Background: an optimization exercise with open tools, aiming at small area. Do not read the settings as production practice. Only simulation tests tie the RTL to the original design; equivalence was not proved. No activity file was given, so power comes from the tool's default toggle rates.

## run 1
==> flow/design.v <==
module Neuron(
	input CLOCK_50,
	input [1:0] KEY,
	input [3:0] SW,
	input [3:0] GPIO_0,
	output [7:0] LED,
	output [3:0] GPIO_1,
	output [17:0] V_OUT,
	output [17:0] W_OUT,
	output [17:0] SPIKE_COUNT
);
	reg [17:0] v, w;
	reg [17:0] spike_counter;
	reg [5:0] count;
	reg [3:0] led_sw;
	reg [1:0] led_lo;
	reg gpio1_r;
	reg [17:0] acc;      
	reg [17:0] qr;       
	reg wrap;            
	assign V_OUT = v;
	assign W_OUT = w;
	assign SPIKE_COUNT = spike_counter;
	assign LED = {1'b0, led_sw, 1'b0, led_lo};
	assign GPIO_1 = {3'b000, gpio1_r};
	wire rst = ~KEY[0];
	wire upd = (count == 6'd63);
	wire g = GPIO_0[0];
	wire [17:0] h = {v[17], v[17:1]};           
	wire [17:0] I = (led_sw[0] ? 18'h00400 : 18'h0) - (led_sw[1] ? 18'h00400 : 18'h0)
	              + (led_sw[2] ? 18'h00800 : 18'h0) + (led_sw[3] ? 18'h00800 : 18'h0);
	wire q15 = qr[17];
	wire b1 = (count == 6'd18) ? qr[17] : qr[0];    
	reg [1:0] bsel;    
	reg m;             
	reg m0mask;        
	reg inv, cin, shift;
	always @* begin
		bsel = 2'd0; m = 1'b0; m0mask = 1'b0; inv = 1'b0; cin = 1'b0; shift = 1'b0;
		case (count)
			6'd0, 6'd1, 6'd2, 6'd3, 6'd4, 6'd5, 6'd6, 6'd7,
			6'd8, 6'd9, 6'd10, 6'd11, 6'd12, 6'd13, 6'd14, 6'd15: begin
				m = b1; shift = 1'b1;
			end
			6'd16: m = b1;
			6'd17, 6'd18: begin m = b1; inv = 1'b1; cin = 1'b1; end
			6'd19, 6'd20, 6'd21, 6'd22, 6'd23, 6'd24, 6'd25,
			6'd26, 6'd27, 6'd28, 6'd29, 6'd30, 6'd31, 6'd32: begin
				m = qr[0]; inv = 1'b1; cin = 1'b1; shift = 1'b1;
			end
			6'd33: begin m = qr[0]; inv = 1'b1; cin = 1'b1; end
			6'd34: begin bsel = 2'd1; m0mask = 1'b1; inv = 1'b1; cin = 1'b1; shift = 1'b1; end
			6'd35: begin
				m = ~q15; m0mask = 1'b1; inv = q15 & v[1] & ~w[1];
				cin = w[1] & ~(q15 & v[1]); shift = 1'b1;
			end
			6'd36: begin m = q15; inv = 1'b1; cin = 1'b1; end
			6'd37: bsel = 2'd2;
			6'd38, 6'd39, 6'd40, 6'd41: shift = 1'b1;
			6'd42: begin m = 1'b1; cin = v[0]; end
			6'd43: m = 1'b1;
			6'd44, 6'd45: m = 1'b1;
			6'd46: begin bsel = 2'd1; m0mask = 1'b1; inv = 1'b1; cin = 1'b1; shift = 1'b1; end
			6'd47, 6'd48, 6'd49, 6'd50, 6'd51, 6'd52, 6'd53, 6'd54, 6'd55: shift = 1'b1;
			6'd56: bsel = 2'd1;
			6'd63: bsel = 2'd3;
			default: ;
		endcase
	end
	reg [17:0] bsrc;
	always @* begin
		case (bsel)
			2'd0: bsrc = {h[17:1] & {17{m}}, h[0] & m & ~m0mask};
			2'd1: bsrc = {w[17:1], w[0] & ~m0mask};
			2'd2: bsrc = I;
			default: bsrc = {{4{g & ~wrap}}, {8{g}}, 6'd0};
		endcase
	end
	wire [17:0] bx = bsrc ^ {18{inv}};
	wire [18:0] S;
	wire [18:0] cy;
	genvar gi;
	generate for (gi = 0; gi < 18; gi = gi + 1) begin : add
		wire ci = (gi == 0) ? cin : cy[gi-1];
		assign S[gi] = acc[gi] ^ bx[gi] ^ ci;
		assign cy[gi] = (acc[gi] & bx[gi]) | (ci & (acc[gi] ^ bx[gi]));
	end endgenerate
	assign S[18] = acc[17] ^ bx[17] ^ cy[17];
	function [17:0] inc18(input [17:0] a, input c);
		integer i;
		reg cc;
		begin
			cc = c;
			for (i = 0; i < 18; i = i + 1) begin
				inc18[i] = a[i] ^ cc;
				cc = a[i] & cc;
			end
		end
	endfunction
	wire [17:0] vnew = S[17:0];
	wire spk = (vnew[17:15] == 3'b001);
	wire [17:0] count_inc = inc18({12'd0, count}, 1'b1);
	always @(posedge CLOCK_50) begin
		count <= count_inc[5:0];
		spike_counter <= inc18(spike_counter, upd & spk) & {18{~rst}};
		if (rst) begin
			count <= 6'd0;
			led_sw <= SW;
			v <= 18'h32148;
			w <= 18'h3C9BB;
		end else if (upd) begin
			v <= vnew;
			w <= qr;
			led_lo[1] <= g;
			led_lo[0] <= spike_counter[17];
			gpio1_r <= spk;
		end
	end
	always @(posedge CLOCK_50) begin
		if (rst || upd || count == 6'd43)
			acc <= 18'd0;
		else if (count == 6'd62)
			acc <= qr;
		else if (count == 6'd18)
			acc <= 18'h0FFFF;
		else if (shift)
			acc <= S[18:1];
		else
			acc <= S[17:0];
		if (rst)
			qr <= 18'h32148;
		else if (upd || count == 6'd18 || count == 6'd43 || count == 6'd62)
			qr <= S[17:0];
		else
			qr <= {qr[0], qr[17:1]};
		if (count == 6'd42)
			wrap <= (acc[13:6] == 8'h80);
	end
endmodule
export LEC_CHECK = 0
export CAP_MARGIN = 20
export CORE_MARGIN = 2
export CORE_UTILIZATION = 40
export SLEW_MARGIN = 20
create_clock -name core_clock -period 22.0 [get_ports {CLOCK_50}]
standard.sh (not shown) runs the stock make flow with config.mk's settings and CLKGATE_MAP_FILE= SYNTH_SCRIPT=/design/flow/synth_recipe.tcl, a recipe that flattens the netlist after the stock synthesis.
==> flow/flow/run.sh <==
#!/bin/bash
# Standard ORFS layout (the standard.sh, standard synthesis unchanged), with
# two placement/CTS options changed:
#  - port buffers use sky130_fd_sc_hd__buf_1 instead of the resizer's default pick
#    (every input and output port still gets its own buffer);
#  - clock tree built from clkbuf_8 cells, without dummy loads.
set -euo pipefail
export BUFFER_PORTS_ARGS="-buffer_cell sky130_fd_sc_hd__buf_1"
export CTS_ARGS="-repair_clock_nets -dont_use_dummy_load -buf_list sky130_fd_sc_hd__clkbuf_8"
bash standard.sh finish > flow_make.log 2>&1
Run 1 has completed all stages; timing, DRC and antenna checks passed.
diff inputs: run 1 => run 2
==> flow/flow/run.sh <==
#!/bin/bash
# Standard ORFS layout (the standard.sh) with three changes in how the
# layout is made:
#  - ABC maps the logic with an area-oriented script (abc_area.script
#    beside this file) instead of ORFS's delay-oriented one; the rest of the
#    standard synthesis (synth_recipe.tcl, registers, flattening) is unchanged;
#  - port buffers use sky130_fd_sc_hd__buf_1 (every port still gets one);
#  - the clock tree is built from clkbuf_8 cells without dummy loads.
set -euo pipefail
here=$(cd "$(dirname "$0")" && pwd)
rm -rf scripts_area
cp -r "$FLOW_HOME/scripts" scripts_area
cp "$here/abc_area.script" scripts_area/abc_speed.script
export BUFFER_PORTS_ARGS="-buffer_cell sky130_fd_sc_hd__buf_1"
export CTS_ARGS="-sink_clustering_enable -repair_clock_nets -dont_use_dummy_load -buf_list sky130_fd_sc_hd__clkbuf_8"
bash standard.sh "SCRIPTS_DIR=$PWD/scripts_area" finish > flow_make.log 2>&1
==> flow/flow/abc_area.script (new file) <==
strash
dch -f
amap
strash
dch -f
amap
topo
Compared with run 1, in run 2 later-pin clock latency in the skew report barely changed, worst setup slack saw a decrease, final period utilization increased 2.4 points.
For run 2, the critical path's slowest cell was clkinv_1, unlike run 1, where it was or2_2.
> inputs changed (run 2 -> run 3)
==> flow/flow/run.sh <==
#!/bin/bash
set -euo pipefail
here=$(cd "$(dirname "$0")" && pwd)
rm -rf scripts_area
cp -r "$FLOW_HOME/scripts" scripts_area
cp "$here/abc_area.script" scripts_area/abc_speed.script
export BUFFER_PORTS_ARGS="-buffer_cell sky130_fd_sc_hd__buf_1"
export CTS_ARGS="-sink_clustering_enable -repair_clock_nets -dont_use_dummy_load -buf_list sky130_fd_sc_hd__clkbuf_8"
bash standard.sh "SCRIPTS_DIR=$PWD/scripts_area" "ADDER_MAP_FILE=" finish > flow_make.log 2>&1
==> flow/flow/abc_area.script <==
strash
&get -n
&deepsyn -T 60
&put
dch -f
amap -m -F 2
strash
dch -f
amap -m -F 2
strash
dch -f
amap -m -F 2
topo
==> comparison <==
- Of run 3 and run 2, it is run 3 that has the lower final cell count.
- Sequential portion of the cell area was higher in the run labelled run 3.
- The cell at the slowest stage of the critical path comes out clkinv_1 in one run and nor2_1 in the other, namely in run 2 and run 3 respectively.
- In the reports for run 3 and run 2, the larger post-synthesis cell area belongs to run 2.
- On final core utilization, run 3 and run 2 are basically level.
Modified inputs, run 4 compared to run 3
==> flow/flow/run.sh <==
#!/bin/bash
# Standard ORFS layout (the standard.sh) with three changes in how the
# layout is made:
#  - ABC maps the logic with an area-oriented script (abc_area.script
#    beside this file) instead of ORFS's delay-oriented one; the rest of the
#    standard synthesis (synth_recipe.tcl, registers, flattening) is unchanged;
#  - port buffers use sky130_fd_sc_hd__buf_1 (every port still gets one);
#  - the clock tree is built from clkbuf_8 cells without dummy loads.
set -euo pipefail
here=$(cd "$(dirname "$0")" && pwd)
rm -rf scripts_area
cp -r "$FLOW_HOME/scripts" scripts_area
cp "$here/abc_area.script" scripts_area/abc_speed.script
export BUFFER_PORTS_ARGS="-buffer_cell sky130_fd_sc_hd__buf_1"
export CTS_ARGS="-sink_clustering_enable -repair_clock_nets -dont_use_dummy_load -buf_list sky130_fd_sc_hd__clkbuf_8"
bash standard.sh "SCRIPTS_DIR=$PWD/scripts_area" finish > flow_make.log 2>&1
==> comparison <==
On worst slack at placement, run 4 does worse than run 3. Final non-filler cell area up 3.1% in run 4 wrt run 3. For power in combinational cells, dividing the value from run 4 by the value from run 3 gives 0.42.
## Diff of input files: run 5 against run 4
==> flow/flow/run.sh <==
#!/bin/bash
# Standard ORFS layout (the standard.sh, standard synthesis unchanged), with
# two placement/CTS options changed:
#  - port buffers use sky130_fd_sc_hd__buf_1 instead of the resizer's default pick
#    (every input and output port still gets its own buffer);
#  - clock tree built from clkbuf_8 cells, without dummy loads.
set -euo pipefail
export BUFFER_PORTS_ARGS="-buffer_cell sky130_fd_sc_hd__buf_1"
export CTS_ARGS="-sink_clustering_enable -repair_clock_nets -dont_use_dummy_load -root_buf sky130_fd_sc_hd__clkbuf_8 -buf_list sky130_fd_sc_hd__clkbuf_4"
bash standard.sh finish > flow_make.log 2>&1
diff --git a/flow/config.mk b/flow/config.mk
--- a/flow/config.mk
+++ b/flow/config.mk
@@ -8,4 +8,5 @@
 export CAP_MARGIN = 20
 export CORE_MARGIN = 2
-export CORE_UTILIZATION = 40
+export CORE_UTILIZATION = 65
+export PLACE_DENSITY = 0.75
 export SLEW_MARGIN = 20
removed: flow/flow/abc_area.script
Diff run 4..run 5 | relative slew slack | negligible. In the reports for run 5 and run 4, the larger count of placed standard cells in the final layout, fillers left out belongs to run 4. Between run 4 and run 5, the flow reports cell leakage power increasing by more than 10%. Sort run 5 and run 4 by die outline area desc -> top: run 4. Between run 4 and run 5, area fraction in compound gates after synthesis decreased. The worst voltage drop across the vdd grid reported for run 5 is greater than that of run 4 by about 23%. Count of buffering cells on the critical path with inverters included down 4 in run 5 wrt run 4. The worst setup slack of run 5 is higher than that of run 4. Run 5 vs run 4 — fraction of the mapped netlist area in adder cells dropped 1.9 points.
Setup changes, run 5 to run 6
diff --git a/flow/flow/run.sh b/flow/flow/run.sh
--- a/flow/flow/run.sh
+++ b/flow/flow/run.sh
@@ -7,4 +7,4 @@
 set -euo pipefail
 export BUFFER_PORTS_ARGS="-buffer_cell sky130_fd_sc_hd__buf_1"
-export CTS_ARGS="-sink_clustering_enable -repair_clock_nets -dont_use_dummy_load -root_buf sky130_fd_sc_hd__clkbuf_8 -buf_list sky130_fd_sc_hd__clkbuf_4"
+export CTS_ARGS="-sink_clustering_enable -sink_clustering_size 30 -sink_clustering_max_diameter 500 -repair_clock_nets -dont_use_dummy_load -buf_list sky130_fd_sc_hd__clkbuf_16"
 bash standard.sh finish > flow_make.log 2>&1
diff --git a/flow/config.mk b/flow/config.mk
--- a/flow/config.mk
+++ b/flow/config.mk
@@ -8,5 +8,4 @@
 export CAP_MARGIN = 20
 export CORE_MARGIN = 2
-export CORE_UTILIZATION = 65
-export PLACE_DENSITY = 0.75
+export CORE_UTILIZATION = 40
 export SLEW_MARGIN = 20
[summary]
Result for run 6 and run 5: all clean
On first-pass detailed-route iteration total, the lower figure sits with run 6, not run 5.
Number of nets in the layout essentially unchanged between run 6 and run 5.
met3 wirelength from detailed routing went down by more than a quarter going from run 5 to run 6.
Global-route usage on run 6 is down relative to run 5.
Compared with run 5, run 6 shows number of instances on the worst hold path higher by 1.
Against run 5 as the reference, run 6 delivers a higher final wirelength.
Compared run 5 against run 6; worst-case setup slack after placement within noise.
Going from run 5 to run 6, share of total power in combinational logic shrinks by 1.8 points.
From run 5 to run 6 the numbers moved as follows: fraction of the mapped netlist area in compound gates about even, setup slack decreased by 110 ps relative to the old numbers, met2 track demand over resource in global routing fell by 17 points.

port drivers added, routing unchanged:
How much do the figures lean on ideal ports? The routed layouts below were timed once more, with nothing changed but the port constraints. Step 1: set_driving_cell puts a clkbuf_16 on CLOCK_50 and a buf_2 on each other input, an assumption about the parent block. Step 2, shift: input delay + t, output delay - t, t = (earliest + latest rising clock arrival at the registers) / 2. This alone moves slack from input paths to output paths. Slacks: no drivers / after step 1 / after step 2; pairs: no drivers / after step 1.
run | t, ns | setup slack, ns | worst setup path after step 2 | latest minus earliest clock arrival (ns)
run 1 | 0.400 | 8.208 / 8.208 / 8.098 | input to register | 0.016 / 0.016
run 2 | 0.392 | 7.689 / 7.689 / 7.689 | register to register | 0.018 / 0.018
run 3 | 0.406 | 10.201 / 10.201 / 10.201 | register to register | 0.018 / 0.017
run 4 | 0.399 | 8.030 / 8.030 / 8.030 | register to register | 0.013 / 0.014
run 5 | 0.390 | 8.314 / 8.314 / 8.110 | input to register | 0.032 / 0.031
run 6 | 0.379 | 8.205 / 8.205 / 8.070 | input to register | 0.013 / 0.013
After both steps every run listed still meets setup and hold. The setup slack of run 5, which loses most, moves by 0.000 ns with the drivers and by -0.204 ns with both steps.
